This is an optimization exercise on Yosys and OpenROAD, whose aim is small area, a short achievable clock period and few clock cycles per item, not a production implementation. RTL that was checked went through simulation tests only; none was proved equivalent to the original.

==> inputs of run a <==
// fast_power
module fast_power (
    input             clk,
    input             rst,
    input             start,
    input      [31:0] base,
    input      [31:0] exponent,
    output     [31:0] result,
    output reg        done
);
  reg        busy;
  reg        r_one;    
  reg        op_r;     
  reg [31:0] e;        
  reg        b_s;
  reg  [7:0] b_e;
  reg        b_l;
  reg [22:0] b_f;
  reg        r_s;
  reg  [7:0] r_e;
  reg        r_l;
  reg [22:0] r_f;
  assign result = {r_s, r_e, r_f};
  wire b_den  = ~b_l & (|b_f);           
  wire r_den  = ~r_l & (|r_f);
  wire e_zero = ~(|e);
  wire e_last = ~(|e[31:1]);
  wire        x_s = op_r ? r_s : b_s;
  wire  [7:0] x_e = op_r ? r_e : b_e;
  wire        x_l = op_r ? r_l : b_l;
  wire [22:0] x_f = op_r ? r_f : b_f;
  wire [47:0] p;
  fpu_multiply mul (.x(x_f), .y(b_f), .p(p));
  wire        m_zero = ~(x_l & b_l);
  ...
Settings: LEC_CHECK=0, ABC_AREA=1, CAP_MARGIN=60, CORE_MARGIN=2, CORE_UTILIZATION=40, CTS_BUF_LIST=sky130_fd_sc_hd__clkbuf_8, SLEW_MARGIN=75; clock period 24.0 ns.
standard.sh (not shown) runs the stock make flow with config.mk's settings and CLKGATE_MAP_FILE= SYNTH_SCRIPT=/design/flow/synth_recipe.tcl, a recipe that flattens the netlist after the stock synthesis.
==> flow/flow/run.sh <==
#!/bin/bash
# Standard layout with two changes: the port buffers are buf_1 cells instead
# of the default delay buffers, and after the standard synthesis the netlist's
# inverters around full adders are removed by flow/fa_polarity.py (a full
# adder with all inputs inverted gives both outputs inverted). Each tool's
# output goes to a log file of its own here.
set -euo pipefail
export BUFFER_PORTS_ARGS="-buffer_cell sky130_fd_sc_hd__buf_1"
bash standard.sh synth > synth.log 2>&1
R=orfs/results/sky130hd/fast_power/base
cp $R/1_2_yosys.v 1_2_yosys.standard.v
python3 flow/fa_polarity.py 1_2_yosys.standard.v $R/1_2_yosys.v > fa_polarity.log 2>&1
rm -f $R/1_synth.odb $R/1_synth.sdc
bash standard.sh > layout.log 2>&1
Other scripts of this flow, unchanged in this note and not shown: flow/flow/fa_polarity.py
==> run b: changes against run a <==
--- a/flow/design.v
+++ b/flow/design.v
@@ -1,13 +1,57 @@
+module fpu_booth (
+  input  [22:0] y,
+  output [10:0] neg,
+  output [11:0] one,
+  output [11:0] two
+);
+  assign neg[0] = y[1];
+  assign one[0] = y[0] ^ 1'b0;
+  assign two[0] = (y[1] & ~y[0] & ~1'b0) | (~y[1] & y[0] & 1'b0);
+  assign neg[1] = y[3];
+  assign one[1] = y[2] ^ y[1];
+  assign two[1] = (y[3] & ~y[2] & ~y[1]) | (~y[3] & y[2] & y[1]);
+  assign neg[2] = y[5];
+  assign one[2] = y[4] ^ y[3];
+  assign two[2] = (y[5] & ~y[4] & ~y[3]) | (~y[5] & y[4] & y[3]);
+  assign neg[3] = y[7];
+  assign one[3] = y[6] ^ y[5];
+  assign two[3] = (y[7] & ~y[6] & ~y[5]) | (~y[7] & y[6] & y[5]);
+  assign neg[4] = y[9];
+  assign one[4] = y[8] ^ y[7];
+  assign two[4] = (y[9] & ~y[8] & ~y[7]) | (~y[9] & y[8] & y[7]);
+  assign neg[5] = y[11];
+  assign one[5] = y[10] ^ y[9];
+  assign two[5] = (y[11] & ~y[10] & ~y[9]) | (~y[11] & y[10] & y[9]);
+  assign neg[6] = y[13];
+  assign one[6] = y[12] ^ y[11];
+  assign two[6] = (y[13] & ~y[12] & ~y[11]) | (~y[13] & y[12] & y[11]);
+  assign neg[7] = y[15];
+  assign one[7] = y[14] ^ y[13];
+  assign two[7] = (y[15] & ~y[14] & ~y[13]) | (~y[15] & y[14] & y[13]);
+  assign neg[8] = y[17];
+  assign one[8] = y[16] ^ y[15];
+  assign two[8] = (y[17] & ~y[16] & ~y[15]) | (~y[17] & y[16] & y[15]);
+  assign neg[9] = y[19];
+  assign one[9] = y[18] ^ y[17];
+  assign two[9] = (y[19] & ~y[18] & ~y[17]) | (~y[19] & y[18] & y[17]);
+  assign neg[10] = y[21];
+  assign one[10] = y[20] ^ y[19];
+  assign two[10] = (y[21] & ~y[20] & ~y[19]) | (~y[21] & y[20] & y[19]);
+  assign one[11] = y[22] ^ y[21];
+  assign two[11] = (1'b1 & ~y[22] & ~y[21]) | (~1'b1 & y[22] & y[21]);
+endmodule
 module fpu_multiply (
   input  [22:0] x,
-  input  [22:0] y,
+  input  [10:0] neg,
+  input  [11:0] one,
+  input  [11:0] two,
   output [47:0] p
 );
-  wire neg0 = y[1];
-  wire one0 = y[0] ^ 0;
-  wire two0 = (y[1] & ~y[0] & ~0) | (~y[1] & y[0] & 0);
+  wire neg0 = neg[0];
+  wire one0 = one[0];
+  wire two0 = two[0];
   wire pp0_0 = ((one0 & x[0])) ^ neg0;
   wire pp0_1 = ((one0 & x[1]) | (two0 & x[0])) ^ neg0;
   wire pp0_2 = ((one0 & x[2]) | (two0 & x[1])) ^ neg0;
   wire pp0_3 = ((one0 & x[3]) | (two0 & x[2])) ^ neg0;
   wire pp0_4 = ((one0 & x[4]) | (two0 & x[3])) ^ neg0;
@@ -30,13 +74,13 @@
   wire pp0_21 = ((one0 & x[21]) | (two0 & x[20])) ^ neg0;
   wire pp0_22 = ((one0 & x[22]) | (two0 & x[21])) ^ neg0;
   wire pp0_23 = (one0 | (two0 & x[22])) ^ neg0;
   wire pp0_24 = (two0) ^ neg0;
   wire ns0 = ~neg0;
-  wire neg1 = y[3];
-  wire one1 = y[2] ^ y[1];
-  wire two1 = (y[3] & ~y[2] & ~y[1]) | (~y[3] & y[2] & y[1]);
+  wire neg1 = neg[1];
+  wire one1 = one[1];
+  wire two1 = two[1];
   wire pp1_0 = ((one1 & x[0])) ^ neg1;
   wire pp1_1 = ((one1 & x[1]) | (two1 & x[0])) ^ neg1;
   wire pp1_2 = ((one1 & x[2]) | (two1 & x[1])) ^ neg1;
   wire pp1_3 = ((one1 & x[3]) | (two1 & x[2])) ^ neg1;
   wire pp1_4 = ((one1 & x[4]) | (two1 & x[3])) ^ neg1;
@@ -59,13 +103,13 @@
   wire pp1_21 = ((one1 & x[21]) | (two1 & x[20])) ^ neg1;
   wire pp1_22 = ((one1 & x[22]) | (two1 & x[21])) ^ neg1;
   wire pp1_23 = (one1 | (two1 & x[22])) ^ neg1;
   wire pp1_24 = (two1) ^ neg1;
   wire ns1 = ~neg1;
-  wire neg2 = y[5];
-  wire one2 = y[4] ^ y[3];
-  wire two2 = (y[5] & ~y[4] & ~y[3]) | (~y[5] & y[4] & y[3]);
+  wire neg2 = neg[2];
+  wire one2 = one[2];
+  wire two2 = two[2];
   wire pp2_0 = ((one2 & x[0])) ^ neg2;
   wire pp2_1 = ((one2 & x[1]) | (two2 & x[0])) ^ neg2;
   wire pp2_2 = ((one2 & x[2]) | (two2 & x[1])) ^ neg2;
   wire pp2_3 = ((one2 & x[3]) | (two2 & x[2])) ^ neg2;
   wire pp2_4 = ((one2 & x[4]) | (two2 & x[3])) ^ neg2;
@@ -88,13 +132,13 @@
   wire pp2_21 = ((one2 & x[21]) | (two2 & x[20])) ^ neg2;
   wire pp2_22 = ((one2 & x[22]) | (two2 & x[21])) ^ neg2;
   wire pp2_23 = (one2 | (two2 & x[22])) ^ neg2;
   wire pp2_24 = (two2) ^ neg2;
   wire ns2 = ~neg2;
-  wire neg3 = y[7];
-  wire one3 = y[6] ^ y[5];
-  wire two3 = (y[7] & ~y[6] & ~y[5]) | (~y[7] & y[6] & y[5]);
+  wire neg3 = neg[3];
+  wire one3 = one[3];
+  wire two3 = two[3];
   wire pp3_0 = ((one3 & x[0])) ^ neg3;
   wire pp3_1 = ((one3 & x[1]) | (two3 & x[0])) ^ neg3;
   wire pp3_2 = ((one3 & x[2]) | (two3 & x[1])) ^ neg3;
   wire pp3_3 = ((one3 & x[3]) | (two3 & x[2])) ^ neg3;
   wire pp3_4 = ((one3 & x[4]) | (two3 & x[3])) ^ neg3;
@@ -117,13 +161,13 @@
   wire pp3_21 = ((one3 & x[21]) | (two3 & x[20])) ^ neg3;
   wire pp3_22 = ((one3 & x[22]) | (two3 & x[21])) ^ neg3;
   wire pp3_23 = (one3 | (two3 & x[22])) ^ neg3;
   wire pp3_24 = (two3) ^ neg3;
   wire ns3 = ~neg3;
-  wire neg4 = y[9];
-  wire one4 = y[8] ^ y[7];
-  wire two4 = (y[9] & ~y[8] & ~y[7]) | (~y[9] & y[8] & y[7]);
+  wire neg4 = neg[4];
+  wire one4 = one[4];
+  wire two4 = two[4];
   wire pp4_0 = ((one4 & x[0])) ^ neg4;
   wire pp4_1 = ((one4 & x[1]) | (two4 & x[0])) ^ neg4;
   wire pp4_2 = ((one4 & x[2]) | (two4 & x[1])) ^ neg4;
   wire pp4_3 = ((one4 & x[3]) | (two4 & x[2])) ^ neg4;
   wire pp4_4 = ((one4 & x[4]) | (two4 & x[3])) ^ neg4;
@@ -146,13 +190,13 @@
   wire pp4_21 = ((one4 & x[21]) | (two4 & x[20])) ^ neg4;
   wire pp4_22 = ((one4 & x[22]) | (two4 & x[21])) ^ neg4;
   wire pp4_23 = (one4 | (two4 & x[22])) ^ neg4;
   wire pp4_24 = (two4) ^ neg4;
   wire ns4 = ~neg4;
-  wire neg5 = y[11];
-  wire one5 = y[10] ^ y[9];
-  wire two5 = (y[11] & ~y[10] & ~y[9]) | (~y[11] & y[10] & y[9]);
+  wire neg5 = neg[5];
+  wire one5 = one[5];
+  wire two5 = two[5];
   wire pp5_0 = ((one5 & x[0])) ^ neg5;
   wire pp5_1 = ((one5 & x[1]) | (two5 & x[0])) ^ neg5;
   wire pp5_2 = ((one5 & x[2]) | (two5 & x[1])) ^ neg5;
   wire pp5_3 = ((one5 & x[3]) | (two5 & x[2])) ^ neg5;
   wire pp5_4 = ((one5 & x[4]) | (two5 & x[3])) ^ neg5;
@@ -175,13 +219,13 @@
   wire pp5_21 = ((one5 & x[21]) | (two5 & x[20])) ^ neg5;
   wire pp5_22 = ((one5 & x[22]) | (two5 & x[21])) ^ neg5;
   wire pp5_23 = (one5 | (two5 & x[22])) ^ neg5;
   wire pp5_24 = (two5) ^ neg5;
   wire ns5 = ~neg5;
-  wire neg6 = y[13];
-  wire one6 = y[12] ^ y[11];
-  wire two6 = (y[13] & ~y[12] & ~y[11]) | (~y[13] & y[12] & y[11]);
+  wire neg6 = neg[6];
+  wire one6 = one[6];
+  wire two6 = two[6];
   wire pp6_0 = ((one6 & x[0])) ^ neg6;
   wire pp6_1 = ((one6 & x[1]) | (two6 & x[0])) ^ neg6;
   wire pp6_2 = ((one6 & x[2]) | (two6 & x[1])) ^ neg6;
   wire pp6_3 = ((one6 & x[3]) | (two6 & x[2])) ^ neg6;
   wire pp6_4 = ((one6 & x[4]) | (two6 & x[3])) ^ neg6;
@@ -204,13 +248,13 @@
   wire pp6_21 = ((one6 & x[21]) | (two6 & x[20])) ^ neg6;
   wire pp6_22 = ((one6 & x[22]) | (two6 & x[21])) ^ neg6;
   wire pp6_23 = (one6 | (two6 & x[22])) ^ neg6;
   wire pp6_24 = (two6) ^ neg6;
   wire ns6 = ~neg6;
-  wire neg7 = y[15];
-  wire one7 = y[14] ^ y[13];
-  wire two7 = (y[15] & ~y[14] & ~y[13]) | (~y[15] & y[14] & y[13]);
+  wire neg7 = neg[7];
+  wire one7 = one[7];
+  wire two7 = two[7];
   wire pp7_0 = ((one7 & x[0])) ^ neg7;
   wire pp7_1 = ((one7 & x[1]) | (two7 & x[0])) ^ neg7;
   wire pp7_2 = ((one7 & x[2]) | (two7 & x[1])) ^ neg7;
   wire pp7_3 = ((one7 & x[3]) | (two7 & x[2])) ^ neg7;
   wire pp7_4 = ((one7 & x[4]) | (two7 & x[3])) ^ neg7;
@@ -233,13 +277,13 @@
   wire pp7_21 = ((one7 & x[21]) | (two7 & x[20])) ^ neg7;
   wire pp7_22 = ((one7 & x[22]) | (two7 & x[21])) ^ neg7;
   wire pp7_23 = (one7 | (two7 & x[22])) ^ neg7;
   wire pp7_24 = (two7) ^ neg7;
   wire ns7 = ~neg7;
-  wire neg8 = y[17];
-  wire one8 = y[16] ^ y[15];
-  wire two8 = (y[17] & ~y[16] & ~y[15]) | (~y[17] & y[16] & y[15]);
+  wire neg8 = neg[8];
+  wire one8 = one[8];
+  wire two8 = two[8];
   wire pp8_0 = ((one8 & x[0])) ^ neg8;
   wire pp8_1 = ((one8 & x[1]) | (two8 & x[0])) ^ neg8;
   wire pp8_2 = ((one8 & x[2]) | (two8 & x[1])) ^ neg8;
   wire pp8_3 = ((one8 & x[3]) | (two8 & x[2])) ^ neg8;
   wire pp8_4 = ((one8 & x[4]) | (two8 & x[3])) ^ neg8;
@@ -262,13 +306,13 @@
   wire pp8_21 = ((one8 & x[21]) | (two8 & x[20])) ^ neg8;
   wire pp8_22 = ((one8 & x[22]) | (two8 & x[21])) ^ neg8;
   wire pp8_23 = (one8 | (two8 & x[22])) ^ neg8;
   wire pp8_24 = (two8) ^ neg8;
   wire ns8 = ~neg8;
-  wire neg9 = y[19];
-  wire one9 = y[18] ^ y[17];
-  wire two9 = (y[19] & ~y[18] & ~y[17]) | (~y[19] & y[18] & y[17]);
+  wire neg9 = neg[9];
+  wire one9 = one[9];
+  wire two9 = two[9];
   wire pp9_0 = ((one9 & x[0])) ^ neg9;
   wire pp9_1 = ((one9 & x[1]) | (two9 & x[0])) ^ neg9;
   wire pp9_2 = ((one9 & x[2]) | (two9 & x[1])) ^ neg9;
   wire pp9_3 = ((one9 & x[3]) | (two9 & x[2])) ^ neg9;
   wire pp9_4 = ((one9 & x[4]) | (two9 & x[3])) ^ neg9;
@@ -291,13 +335,13 @@
   wire pp9_21 = ((one9 & x[21]) | (two9 & x[20])) ^ neg9;
   wire pp9_22 = ((one9 & x[22]) | (two9 & x[21])) ^ neg9;
   wire pp9_23 = (one9 | (two9 & x[22])) ^ neg9;
   wire pp9_24 = (two9) ^ neg9;
   wire ns9 = ~neg9;
-  wire neg10 = y[21];
-  wire one10 = y[20] ^ y[19];
-  wire two10 = (y[21] & ~y[20] & ~y[19]) | (~y[21] & y[20] & y[19]);
+  wire neg10 = neg[10];
+  wire one10 = one[10];
+  wire two10 = two[10];
   wire pp10_0 = ((one10 & x[0])) ^ neg10;
   wire pp10_1 = ((one10 & x[1]) | (two10 & x[0])) ^ neg10;
   wire pp10_2 = ((one10 & x[2]) | (two10 & x[1])) ^ neg10;
   wire pp10_3 = ((one10 & x[3]) | (two10 & x[2])) ^ neg10;
   wire pp10_4 = ((one10 & x[4]) | (two10 & x[3])) ^ neg10;
@@ -320,13 +364,13 @@
   wire pp10_21 = ((one10 & x[21]) | (two10 & x[20])) ^ neg10;
   wire pp10_22 = ((one10 & x[22]) | (two10 & x[21])) ^ neg10;
   wire pp10_23 = (one10 | (two10 & x[22])) ^ neg10;
   wire pp10_24 = (two10) ^ neg10;
   wire ns10 = ~neg10;
-  wire neg11 = 1;
-  wire one11 = y[22] ^ y[21];
-  wire two11 = (1 & ~y[22] & ~y[21]) | (~1 & y[22] & y[21]);
+  wire neg11 = 1'b1;
+  wire one11 = one[11];
+  wire two11 = two[11];
   wire pp11_0 = ((one11 & x[0])) ^ neg11;
   wire pp11_1 = ((one11 & x[1]) | (two11 & x[0])) ^ neg11;
   wire pp11_2 = ((one11 & x[2]) | (two11 & x[1])) ^ neg11;
   wire pp11_3 = ((one11 & x[3]) | (two11 & x[2])) ^ neg11;
   wire pp11_4 = ((one11 & x[4]) | (two11 & x[3])) ^ neg11;
@@ -1279,13 +1323,16 @@
   wire e_zero = ~(|e);
   wire e_last = ~(|e[31:1]);
   wire        x_s = op_r ? r_s : b_s;
   wire  [7:0] x_e = op_r ? r_e : b_e;
   wire        x_l = op_r ? r_l : b_l;
-  wire [22:0] x_f = op_r ? r_f : b_f;
+  reg  [22:0] x_f;
+  reg  [10:0] b_neg;
+  reg  [11:0] b_one;
+  reg  [11:0] b_two;
   wire [47:0] p;
-  fpu_multiply mul (.x(x_f), .y(b_f), .p(p));
+  fpu_multiply mul (.x(x_f), .neg(b_neg), .one(b_one), .two(b_two), .p(p));
   wire        m_zero = ~(x_l & b_l);
   wire  [7:0] e_hi   = x_e + b_e + 8'd130;           
   wire  [7:0] e_lo   = x_e + b_e + 8'd129;
   wire  [7:0] m_e    = m_zero ? 8'd0 : (p[47] ? e_hi : e_lo);
   wire [22:0] m_f    = m_zero ? 23'd0 : (p[47] ? p[46:24] : p[45:23]);
@@ -1310,19 +1357,35 @@
   wire [32:0] b_n = ({33{cap}} & base_v) | ({33{do_bnorm}} & b_sh) |
                     ({33{do_step}} & m_v) | ({33{b_hold}} & b_v);
   wire [32:0] r_n = ({33{cap}} & one_v) | ({33{do_rnorm}} & r_sh) |
                     ({33{do_rmul}} & m_v) | ({33{do_copy}} & b_v) |
                     ({33{r_hold}} & r_v);
+  wire        x_m   = do_step & ~op_r_n;
+  wire [32:0] b_ea  = ({33{cap}} & base_v) | ({33{do_bnorm}} & b_sh) | ({33{~cap & ~do_bnorm}} & b_v);
+  wire [32:0] r_ea  = ({33{cap}} & one_v) | ({33{do_rnorm}} & r_sh) | ({33{do_copy}} & b_v) |
+                      ({33{~cap & ~do_rnorm & ~do_copy}} & r_v);
+  wire [22:0] x_ea  = op_r_n ? r_ea[22:0] : b_ea[22:0];
+  wire [22:0] x_n   = x_m ? m_v[22:0] : x_ea;
+  wire [10:0] ea_neg, hi_neg, lo_neg;
+  wire [11:0] ea_one, hi_one, lo_one;
+  wire [11:0] ea_two, hi_two, lo_two;
+  fpu_booth enc_ea (.y(b_ea[22:0]), .neg(ea_neg), .one(ea_one), .two(ea_two));
+  fpu_booth enc_hi (.y(p[46:24]), .neg(hi_neg), .one(hi_one), .two(hi_two));
+  fpu_booth enc_lo (.y(p[45:23]), .neg(lo_neg), .one(lo_one), .two(lo_two));
   wire        op_r_n  = cap ? 1'b0 :
                         do_rmul ? 1'b0 :
                         do_step ? (e[1] & ~(r_one & ~e[0])) : op_r;
   wire        r_one_n = cap | (r_one & ~do_copy);
   wire [31:0] e_n     = cap ? exponent : (do_step ? {1'b0, e[31:1]} : e);
   always @(posedge clk) begin
     {b_s, b_e, b_l, b_f} <= b_n;
     {r_s, r_e, r_l, r_f} <= r_n;
     e <= e_n;  op_r <= op_r_n;  r_one <= r_one_n;
+    x_f <= x_n;
+    b_neg <= do_step ? (p[47] ? hi_neg : lo_neg) : ea_neg;
+    b_one <= do_step ? (p[47] ? hi_one : lo_one) : ea_one;
+    b_two <= do_step ? (p[47] ? hi_two : lo_two) : ea_two;
   end
   always @(posedge clk) begin
     if (rst) begin
       busy <= 1'b0;
       done <= 1'b0;
- CTS_BUF_LIST: sky130_fd_sc_hd__clkbuf_8 -> not set
==> run c: changes against run a <==
- CAP_MARGIN: 60 -> 40
- CTS_BUF_LIST: sky130_fd_sc_hd__clkbuf_8 -> not set
==> run d: changes against run a <==
- CORE_UTILIZATION: 40 -> 60
- CTS_BUF_LIST: sky130_fd_sc_hd__clkbuf_8 -> not set
- PLACE_DENSITY: not set -> 0.75
==> summary of the runs <==
Run d produced a clean layout. Run b produced a clean layout. Run c produced a clean layout. Run a ran to the end with no violations.
Worst setup slack, lowest first: run d, run c, run a, run b.
The lowest cell area belongs to run d, the highest to run b.
Via count, lowest first: run c, run a, run d, run b.
Sequential cell count is the same in run d and run c.
In run c the clock-buffer cell count is lower than in run b, by 8.
Testbench counts of run a, summed over its fixed seeds: cycles 59,928, items 2,400.
Testbench counts of run c, summed over its fixed seeds: cycles 59,928, items 2,400.
Testbench counts of run d, summed over its fixed seeds: cycles 59,928, items 2,400.
No functional check of the RTL was part of run b.

## static timing again, ports no longer ideal
How much do the figures lean on ideal ports? The routed layouts below were timed once more, with nothing changed but the port constraints. Step 1: set_driving_cell puts a clkbuf_16 on clk and a buf_2 on each other input, an assumption about the parent block. Step 2 times the ports against the registers' clock, not the clock port: input delays grow and output delays shrink by t, the midpoint of the rising clock arrivals with the driver on. a / b / c = no drivers / after step 1 / after step 2; a / b = the first two.
run	shift t [ns]	setup WS [ns]	worst setup path at the end
run a	0.425	16.795 / 16.795 / 16.795	register to register
run b	0.499	17.050 / 17.050 / 17.050	register to register
run c	0.402	16.742 / 16.742 / 16.742	register to register
run d	0.395	16.716 / 16.716 / 16.716	register to register
After both steps setup and hold are still met in every run listed.
